Background: an optimization exercise with open tools, aiming at small area, a short achievable clock period and few clock cycles per item. Do not read the settings as production practice. The RTL was checked by simulation tests, not by an equivalence proof against the original design. Power figures rest on the tool's default switching activity, not on a simulated workload.

## SSE
module SSE (
	input  logic        clk,
	input  logic        rst,
	input  logic        in_valid,
	input  logic        in_last,
	input  logic [31:0] A,
	input  logic [31:0] B,
	output logic        in_ready,
	output logic        out_valid,
	output logic [31:0] Y
);
export LEC_CHECK = 0
export CAP_MARGIN = 20
export CORE_MARGIN = 2
export CORE_UTILIZATION = 40
export CTS_CLUSTER_DIAMETER = 100
export CTS_CLUSTER_SIZE = 30
export PLACE_DENSITY = 0.6
export SETUP_SLACK_MARGIN = 5
export SLEW_MARGIN = 20
export SYNTH_HIERARCHICAL = 1
export SYNTH_MINIMUM_KEEP_SIZE = 0
create_clock -name core_clock -period 10.0 [get_ports {clk}]
standard.sh (not shown) runs the stock make flow with config.mk's settings and CLKGATE_MAP_FILE= SYNTH_SCRIPT=/design/flow/synth_recipe.tcl, a recipe that flattens the netlist after the stock synthesis.
==> flow/flow/run.sh <==
#!/bin/bash
set -euo pipefail
bash standard.sh SETUP_SLACK_MARGIN=6.2 "BUFFER_PORTS_ARGS=-buffer_cell sky130_fd_sc_hd__buf_1" finish > standard.log 2>&1
Testbench counts at the start, summed over its fixed seeds: cycles 8,146, items 8,082.
Change:
==> flow/flow/run.sh (replaced) <==
#!/bin/bash
set -euo pipefail
bash standard.sh SETUP_SLACK_MARGIN=5.6 "BUFFER_PORTS_ARGS=-buffer_cell sky130_fd_sc_hd__buf_1" finish > standard.log 2>&1
Result:
- The new run ran to the end with no violations
- worst hold slack is about the same
- clock power hardly moves
- routed wire length decreases by a few percent
- global-route usage shrinks by 1.2 points
- clock skew came out higher by 5.1 ps
- non-clock buffer count goes down by 122
- sequential cell count stays the same
- sequential power hardly moves
- via count goes down by a few percent
- area after synthesis is unchanged
Change:
==> flow/flow/run.sh (replaced) <==
#!/bin/bash
set -euo pipefail
bash standard.sh SETUP_SLACK_MARGIN=6.0 "BUFFER_PORTS_ARGS=-buffer_cell sky130_fd_sc_hd__buf_1" finish > standard.log 2>&1
Outcome:
- clock power is about the same
- fmax came out higher by 6.0%
- non-clock buffer count came out higher by 66
- sequential cell count does not change
- cell count came out higher by 1.5%
Change:
==> flow/flow/run.sh (replaced) <==
#!/bin/bash
set -euo pipefail
bash standard.sh SETUP_SLACK_MARGIN=5.8 "BUFFER_PORTS_ARGS=-buffer_cell sky130_fd_sc_hd__buf_1" finish > standard.log 2>&1
Result: Wire length falls by a few percent; power decreases by a few percent; count of clock-buffer cells in the layout went down by 1; core utilization came out lower by 1.0 points; die area is unchanged; non-clock buffer count fell by 40.
Change:
==> flow/flow/run.sh (replaced) <==
#!/bin/bash
set -euo pipefail
bash standard.sh SETUP_SLACK_MARGIN=6.0 "BUFFER_PORTS_ARGS=-buffer_cell sky130_fd_sc_hd__buf_1" finish > standard.log 2>&1
CORE_UTILIZATION = 68   (was 40)
PLACE_DENSITY = 0.82   (was 0.6)
Routed wire length went up by 7.4%.
Total power came out higher by 3.8%.
Final area stays flat.
Worst setup slack gains 82 ps.
Clock power decreases by about 10%.
Critical path depth decreases by 4.
Hold slack improves by 16 ps.
Fmax grows by about 2%.
Cell count is lower by 9.0%.
Sequential power came out lower by about 1%.
Change:
CORE_UTILIZATION = 55   (was 68)
PLACE_DENSITY = 0.72   (was 0.82)
What happened:
- flip-flop and latch count is unchanged
- die area rose by a quarter to a third
- fmax barely changes
- combinational power goes down by a few percent
- sequential share of layout area came out lower by 0.32 points
- total power drops slightly
- area after synthesis does not change
- cell area rose slightly
- global-route usage fell by 10 points
- worst hold slack loses 9.5 ps
- core utilization falls by 13 points

Another version of the RTL of SSE (not shown whole).
For scale: roughly 3800 cells after synthesis, roughly 360 flip-flops, roughly 100 I/O pins.
Design SSE, start of the top module:
module SSE (
	input  logic        clk,
	input  logic        rst,
	input  logic        in_valid,
	input  logic        in_last,
	input  logic [31:0] A,
	input  logic [31:0] B,
	output logic        in_ready,
	output logic        out_valid,
	output logic [31:0] Y
);
	localparam logic [31:0] NAN = 32'h7f800001;
	logic v0, v2, v3, v4, v5;
	logic l0, l2, l3, l4, l5;
	always_ff @(posedge clk) begin
		if (rst) begin
			in_ready <= 0;
			{v0, v2, v3, v4, v5} <= 0;
		end
		else begin
			in_ready <= 1;
			v0 <= in_valid & in_ready;
			{v2, v3, v4, v5} <= {v0, v2, v3, v4};
		end
		{l0, l2, l3, l4, l5} <= {in_last, l0, l2, l3, l4};
	end
	logic        sA, sB;
	logic [7:0]  eA, eB;
	logic [22:0] fA, fB;
	assign {sA, eA, fA} = A;
	assign {sB, eB, fB} = B;
	logic nanA, nanB, infA, infB, zA, zB;
	assign nanA = (&eA) & (|fA);
	assign nanB = (&eB) & (|fB);
	assign infA = (&eA) & ~(|fA);
	assign infB = (&eB) & ~(|fB);
	assign zA = ~(|eA);
	assign zB = ~(|eB);
	logic        spec;
	logic [31:0] sval;
	always_comb begin
		spec = 1;
		if (nanA | nanB) sval = NAN;
		else if (infA & infB) sval = (sA == sB) ? A : NAN;
		else if (infA) sval = A;
		else if (infB) sval = B;
		else if (zA & zB) sval = 0;
		else if (zA) sval = {~sB, B[30:0]};
		else if (zB) sval = A;
		else begin
			spec = 0;
			sval = A;
		end
	end
	logic [8:0]  dAB;
	logic [7:0]  dBA;
	logic        aLess, eEq, fLess, swp;
	assign dAB = {1'b0, eA} - {1'b0, eB};
	assign dBA = eB - eA;
	assign aLess = dAB[8];
	assign eEq = (eA == eB);
	assign fLess = fA < fB;
	assign swp = A[30:0] < B[30:0];    
	logic [22:0] x0, y0;
	logic [4:0]  k0;
	logic [7:0]  e0;
	logic        s0, sub0;
	always_ff @(posedge clk) begin
		y0 <= swp ? fA : fB;
		if (spec) begin
			x0 <= sval[22:0];
			k0 <= 5'd24;
			e0 <= sval[30:23];
			s0 <= sval[31];
			sub0 <= 0;
		end
		else begin
			x0 <= swp ? fB : fA;
			k0 <= aLess ? ((dBA > 8'd23) ? 5'd24 : dBA[4:0]) : ((dAB[7:0] > 8'd23) ? 5'd24 : dAB[4:0]);
			e0 <= aLess ? eB : eA;
			s0 <= (sA == sB) ? (swp ^ sA) : sA;
			sub0 <= (sA == sB);
		end
	end
	logic [23:0] y1;
	assign y1 = {1'b1, y0} >> k0;
	logic [24:0] sum2;
  ...
clock: 10.0 ns
lec_check: 0
cap_margin: 20
core_margin: 2
core_utilization: 40
place_density: 0.6
setup_slack_margin: 5
slew_margin: 20
==> flow/flow/run.sh <==
#!/bin/bash
set -euo pipefail
bash standard.sh SETUP_SLACK_MARGIN=5.6 finish > standard.log 2>&1
The first run produced a clean layout.
Testbench counts at the start, summed over its fixed seeds: cycles 8,146, items 8,082.
Then changed:
==> flow/flow/run.sh (replaced) <==
#!/bin/bash
set -euo pipefail
bash standard.sh SETUP_SLACK_MARGIN=5.8 finish > standard.log 2>&1
Outcome:
- The new run produced a clean layout
- worst setup slack is better by 0.023 ns
- synthesized area does not change
- clock-buffer cell count came out higher by 5
- via count came out higher by 0.84%
- critical path depth came out higher by 2
- register-to-register slack is better by 0.02 ns
- worst hold slack is worse by 0.0089 ns
- utilization came out higher by 1.0 points
- non-clock buffer count came out higher by 34
- sequential cell count stays the same

what the ideal ports hide:
Ports are ideal in the flow. The routed layouts listed here were re-timed in OpenROAD. Step 1 sets driving cells, clkbuf_16 on the clock port and buf_2 on the other inputs (assumed; they add their load-dependent delay and slew). Step 2 adds t to the input delays and takes it off the output delays; t is the mean of the earliest and latest rising clock arrival at the registers after step 1. Input paths then give back, and output paths get back, about the clock's delay inside the block. Three values: ideal, step 1, step 2; two values: the first two.
run | shift t [ns] | setup slack, ns | cell pins on the clock port's net
the first run of note 1 | 0.639 | 6.090 / 6.090 / 5.539 | 1
the second run of note 1 | 0.649 | 5.796 / 5.796 / 5.198 | 1
the third run of note 1 | 0.645 | 6.034 / 6.066 / 5.425 | 1
the fourth run of note 1 | 0.639 | 5.898 / 5.898 / 5.340 | 1
the fifth run of note 1 | 0.617 | 5.980 / 6.018 / 5.400 | 1
the sixth run of note 1 | 0.635 | 5.977 / 5.977 / 5.483 | 1
the first run of note 2 | 0.641 | 5.683 / 5.683 / 5.095 | 1
the second run of note 2 | 0.653 | 5.706 / 5.706 / 5.227 | 1
After both steps setup and hold are still met in every run listed. The setup slack of the third run of note 1, which loses most, moves by +0.032 ns with the drivers and by -0.609 ns with both steps.
